Context: an optimization exercise on an open-source flow, tuned for small area. The choices shown serve that exercise and are no tape-out recipe.
Only simulation tests tie the RTL to the original design; equivalence was not proved.

## comparator_latch
module comparator_latch #
(
  parameter n_to_response_time = -1038,
  parameter p_to_response_time = -1020,
  parameter const_response_time = 1285,
  parameter n_to_tau = -1248,
  parameter p_to_tau = 1037,
  parameter const_tau = 1042,
  parameter n_to_response_time_lh = -1752,
  parameter p_to_response_time_lh = -1006,
  parameter const_response_time_lh = 1185,
  parameter n_to_tau_lh = 1131,
  parameter p_to_tau_lh = -1115,
  parameter const_tau_lh = 1529
)
(
  input clk,
  input reset,
  input sys_clk,
  input [15-1:0] n,
  input [15-1:0] p,
  output [35-1:0] out
);
  wire g0 = p[0] & p[3];
  wire g1, g2;
  cl_fa u_g1 (.a(p[1]), .b(p[4]), .c(g0), .s(g1), .co(g2));
  wire g3, g4;
  cl_fa u_g3 (.a(p[2]), .b(p[5]), .c(g2), .s(g3), .co(g4));
  wire g5, g6;
  cl_fa u_g5 (.a(p[3]), .b(p[6]), .c(g4), .s(g5), .co(g6));
  wire g7, g8;
  cl_fa u_g7 (.a(p[4]), .b(p[7]), .c(g6), .s(g7), .co(g8));
  wire g9, g10;
  cl_fa u_g9 (.a(p[5]), .b(p[8]), .c(g8), .s(g9), .co(g10));
  wire g11, g12;
  cl_fa u_g11 (.a(p[6]), .b(p[9]), .c(g10), .s(g11), .co(g12));
  wire g13, g14;
  cl_fa u_g13 (.a(p[7]), .b(p[10]), .c(g12), .s(g13), .co(g14));
  wire g15 = ~p[11];
  wire g16, g17;
  cl_fa u_g16 (.a(p[8]), .b(g15), .c(g14), .s(g16), .co(g17));
  wire g18 = g16 ^ 1'b1;
  wire g19 = g16 & 1'b1;
  wire g20, g21;
  cl_fa u_g20 (.a(p[9]), .b(g17), .c(g19), .s(g20), .co(g21));
  wire g22 = g20 ^ 1'b1;
  wire g23 = g20 & 1'b1;
  wire g24, g25;
  cl_fa u_g24 (.a(p[10]), .b(g21), .c(g23), .s(g24), .co(g25));
  wire g26 = g24 ^ 1'b1;
  wire g27 = g24 & 1'b1;
  wire g28, g29;
  cl_fa u_g28 (.a(g15), .b(g25), .c(g27), .s(g28), .co(g29));
  wire g30 = g29 ^ 1'b1;
  ...
Size in the first run: ~400 cells after synthesis, ~68 I/O pins, roughly 3100 sq um of cells after synthesis.
export LEC_CHECK = 0
export ABC_AREA = 1
export CAP_MARGIN = 20
export CORE_MARGIN = 2
export CORE_UTILIZATION = 40
export CTS_BUF_LIST = sky130_fd_sc_hd__clkbuf_2
export SLEW_MARGIN = 20
export SYNTH_HIERARCHICAL = 1
export SYNTH_MINIMUM_KEEP_SIZE = 0
create_clock -name core_clock -period 26.0 [get_ports {clk}]
standard.sh (not shown) runs the stock make flow with config.mk's settings and CLKGATE_MAP_FILE= SYNTH_SCRIPT=/design/flow/synth_recipe.tcl, a recipe that flattens the netlist after the stock synthesis.
==> flow/flow/run.sh <==
#!/bin/bash
# The standard layout, with two changes:
#  - ABC maps the logic for area only (map -a, no buffering or upsizing), from a copy of
#    ORFS's scripts whose abc_area.script is replaced (ABC_AREA is 1 in config.mk);
#  - the port buffers are made from the smallest buffer cell.
set -euo pipefail
rm -rf scripts_area
cp -r "$FLOW_HOME/scripts" scripts_area
printf 'strash\ndch\nmap -a\ntopo\nstime -c\ndnsize -c\n' > scripts_area/abc_area.script
bash standard.sh "SCRIPTS_DIR=$PWD/scripts_area" \
  "BUFFER_PORTS_ARGS=-buffer_cell sky130_fd_sc_hd__buf_1" finish > make_finish.log 2>&1
The baseline went through all stages and came out clean.
Rerun with:
--- a/flow/flow/run.sh
+++ b/flow/flow/run.sh
@@ -2 +2 @@
-# The standard layout, with two changes:
+# The standard layout, with three changes:
@@ -5 +5,2 @@
-#  - the port buffers are made from the smallest buffer cell.
+#  - the port buffers are made from the smallest buffer cell;
+#  - the constant outputs share one tie cell instead of one tie cell each.
@@ -11 +12,2 @@
-  "BUFFER_PORTS_ARGS=-buffer_cell sky130_fd_sc_hd__buf_1" finish > make_finish.log 2>&1
+  "BUFFER_PORTS_ARGS=-buffer_cell sky130_fd_sc_hd__buf_1" \
+  SKIP_REPAIR_TIE_FANOUT=1 finish > make_finish.log 2>&1
--- a/flow/config.mk
+++ b/flow/config.mk
@@ -12 +12,2 @@
-export CTS_BUF_LIST = sky130_fd_sc_hd__clkbuf_2
+export CTS_BUF_LIST = sky130_fd_sc_hd__clkbuf_1
+export GPL_TIMING_DRIVEN = 0
=> Die area stays the same; worst setup slack got worse by 5.0 ps; via count rises by a few percent; fmax stays flat; global-route usage climbs by 0.25 points; design area goes up by a few percent.

========
Starting RTL as in the previous note.
clock: 26.0 ns
lec_check: 0
abc_area: 1
cap_margin: 20
core_margin: 2
core_utilization: 25
cts_buf_list: sky130_fd_sc_hd__clkbuf_2
slew_margin: 20
synth_hierarchical: 1
synth_minimum_keep_size: 0
==> flow/flow/run.sh <==
#!/bin/bash
# The standard layout, with three changes:
#  - ABC maps the logic for area only (map -a, no buffering or upsizing), from a copy of
#    ORFS's scripts whose abc_area.script is replaced (ABC_AREA is 1 in config.mk);
#  - the port buffers are made from the smallest buffer cell;
#  - the constant outputs share one tie cell instead of one tie cell each.
set -euo pipefail
rm -rf scripts_area
cp -r "$FLOW_HOME/scripts" scripts_area
printf 'strash\ndch\nmap -a\ntopo\nstime -c\ndnsize -c\n' > scripts_area/abc_area.script
bash standard.sh "SCRIPTS_DIR=$PWD/scripts_area" \
  "BUFFER_PORTS_ARGS=-buffer_cell sky130_fd_sc_hd__buf_1" \
  SKIP_REPAIR_TIE_FANOUT=1 finish > make_finish.log 2>&1
==> next run, changes <==
CORE_UTILIZATION = 40   (was 25)
CTS_BUF_LIST = sky130_fd_sc_hd__clkbuf_1   (was sky130_fd_sc_hd__clkbuf_2)
After rerunning:
- non-clock buffer count stays the same
- fmax rises by 0.41%
- hold slack improved by 0.0043 ns
- via count is lower by 1.4%
- cell area drops by 2.6%
- routed wire length goes down by 4.2%
- clock-buffer cell count is unchanged
==> next run, changes <==
CORE_UTILIZATION = 60   (was 40)
CTS_BUF_LIST = sky130_fd_sc_hd__clkbuf_2   (was sky130_fd_sc_hd__clkbuf_1)
Effect:
- utilization grows by 21 points
- setup slack improves by 0.070 ns
- worst hold slack improves by 0.011 ns
- sequential cell count stays the same
- critical path depth does not change
- sequential share of layout area barely changes
- via count is about the same
- global-route usage grows by 8.4 points

========
old:
Another version of the RTL of comparator_latch (not shown whole).
Size: ~8 flip-flops, roughly 0.0044 mm^2 of cells after synthesis.
==> flow/design.v (excerpt) <==
module comparator_latch #
(
  parameter n_to_response_time = -1038,
  parameter p_to_response_time = -1020,
  parameter const_response_time = 1285,
  parameter n_to_tau = -1248,
  parameter p_to_tau = 1037,
  parameter const_tau = 1042,
  parameter n_to_response_time_lh = -1752,
  parameter p_to_response_time_lh = -1006,
  parameter const_response_time_lh = 1185,
  parameter n_to_tau_lh = 1131,
  parameter p_to_tau_lh = -1115,
  parameter const_tau_lh = 1529
)
(
  input clk,
  input reset,
  input sys_clk,
  input [15-1:0] n,
  input [15-1:0] p,
  output [35-1:0] out
);
clock: 26.0 ns
lec_check: 0
cap_margin: 20
core_margin: 2
core_utilization: 40
cts_buf_list: sky130_fd_sc_hd__clkbuf_2
slew_margin: 20
synth_hierarchical: 1
synth_minimum_keep_size: 0
run.sh (not shown) runs the stock make flow with config.mk's settings and CLKGATE_MAP_FILE= SYNTH_SCRIPT=/design/flow/synth_recipe.tcl, a recipe that flattens the netlist after the stock synthesis.
Stock flow here: none of the scripts above is used.
Input-level comparison between new and old:
==> flow/flow/run.sh (new file) <==
#!/bin/bash
set -euo pipefail
bash standard.sh "BUFFER_PORTS_ARGS=-buffer_cell sky130_fd_sc_hd__buf_1" finish > make_finish.log 2>&1
==> flow/standard.sh (new file) <==
#!/bin/bash
# synth_recipe.tcl (not shown) runs the flow's synth.tcl, then flattens the netlist and writes it again
# the make line also repeats each setting of config.mk as NAME=value (left out here)
make -C /OpenROAD-flow-scripts/flow DESIGN_CONFIG=/design/flow/config.mk WORK_HOME=/design/flow/orfs CLKGATE_MAP_FILE= SYNTH_SCRIPT=/design/flow/synth_recipe.tcl "${@:-finish}"
removed: flow/run.sh
Results
Minimum clock period (new over old): decrease, 370 ps. When new is set beside old, its final area turns out to be 280 um^2 smaller. Row smallest setup slack after layout: new higher / old lower. Hold slack came out higher on new than on old. old has a lower count of plain and timing-repair buffers than new. old -> new: synthesized area delta 0, exact match. Looking at global-route met3 utilization across new and old, the one that comes out lower is new. Summary of new over old: final wirelength now smaller.

re-timing with driven ports:
No port has a modelled driver above. Below, the same layouts with a new extraction and two added sets of constraints. Step 1 assumes that a clkbuf_16 drives the clock port and a buf_2 every other input. Step 2 times the ports against the registers' clock, not the clock port: input delays grow and output delays shrink by t, the midpoint of the rising clock arrivals with the driver on. Slacks: ideal / step 1 / step 2; pairs: ideal / step 1.
run | t, ns | setup WS [ns] | worst hold slack (ns) | slew at the worst register clock pin (ns)
the first run of note 1 | 0.235 | 5.148 / 5.142 / 4.906 | 0.533 / 0.533 / 0.533 | 0.06 / 0.06
the second run of note 1 | 0.285 | 5.143 / 5.137 / 4.852 | 0.546 / 0.546 / 0.546 | 0.11 / 0.11
the first run of note 2 | 0.233 | 5.145 / 5.143 / 4.910 | 0.534 / 0.534 / 0.534 | 0.06 / 0.06
the second run of note 2 | 0.260 | 5.230 / 5.223 / 4.963 | 0.539 / 0.539 / 0.539 | 0.11 / 0.11
the third run of note 2 | 0.225 | 5.300 / 5.288 / 5.063 | 0.550 / 0.550 / 0.550 | 0.07 / 0.07
old | 0.262 | 3.774 / 3.762 / 3.501 | 0.617 / 0.617 / 0.617 | 0.09 / 0.09
new | 0.258 | 4.142 / 4.132 / 3.874 | 0.655 / 0.655 / 0.655 | 0.08 / 0.08
After both steps setup and hold are still met in every run listed. The setup slack of the second run of note 1, which loses most, moves by -0.006 ns with the drivers and by -0.291 ns with both steps.
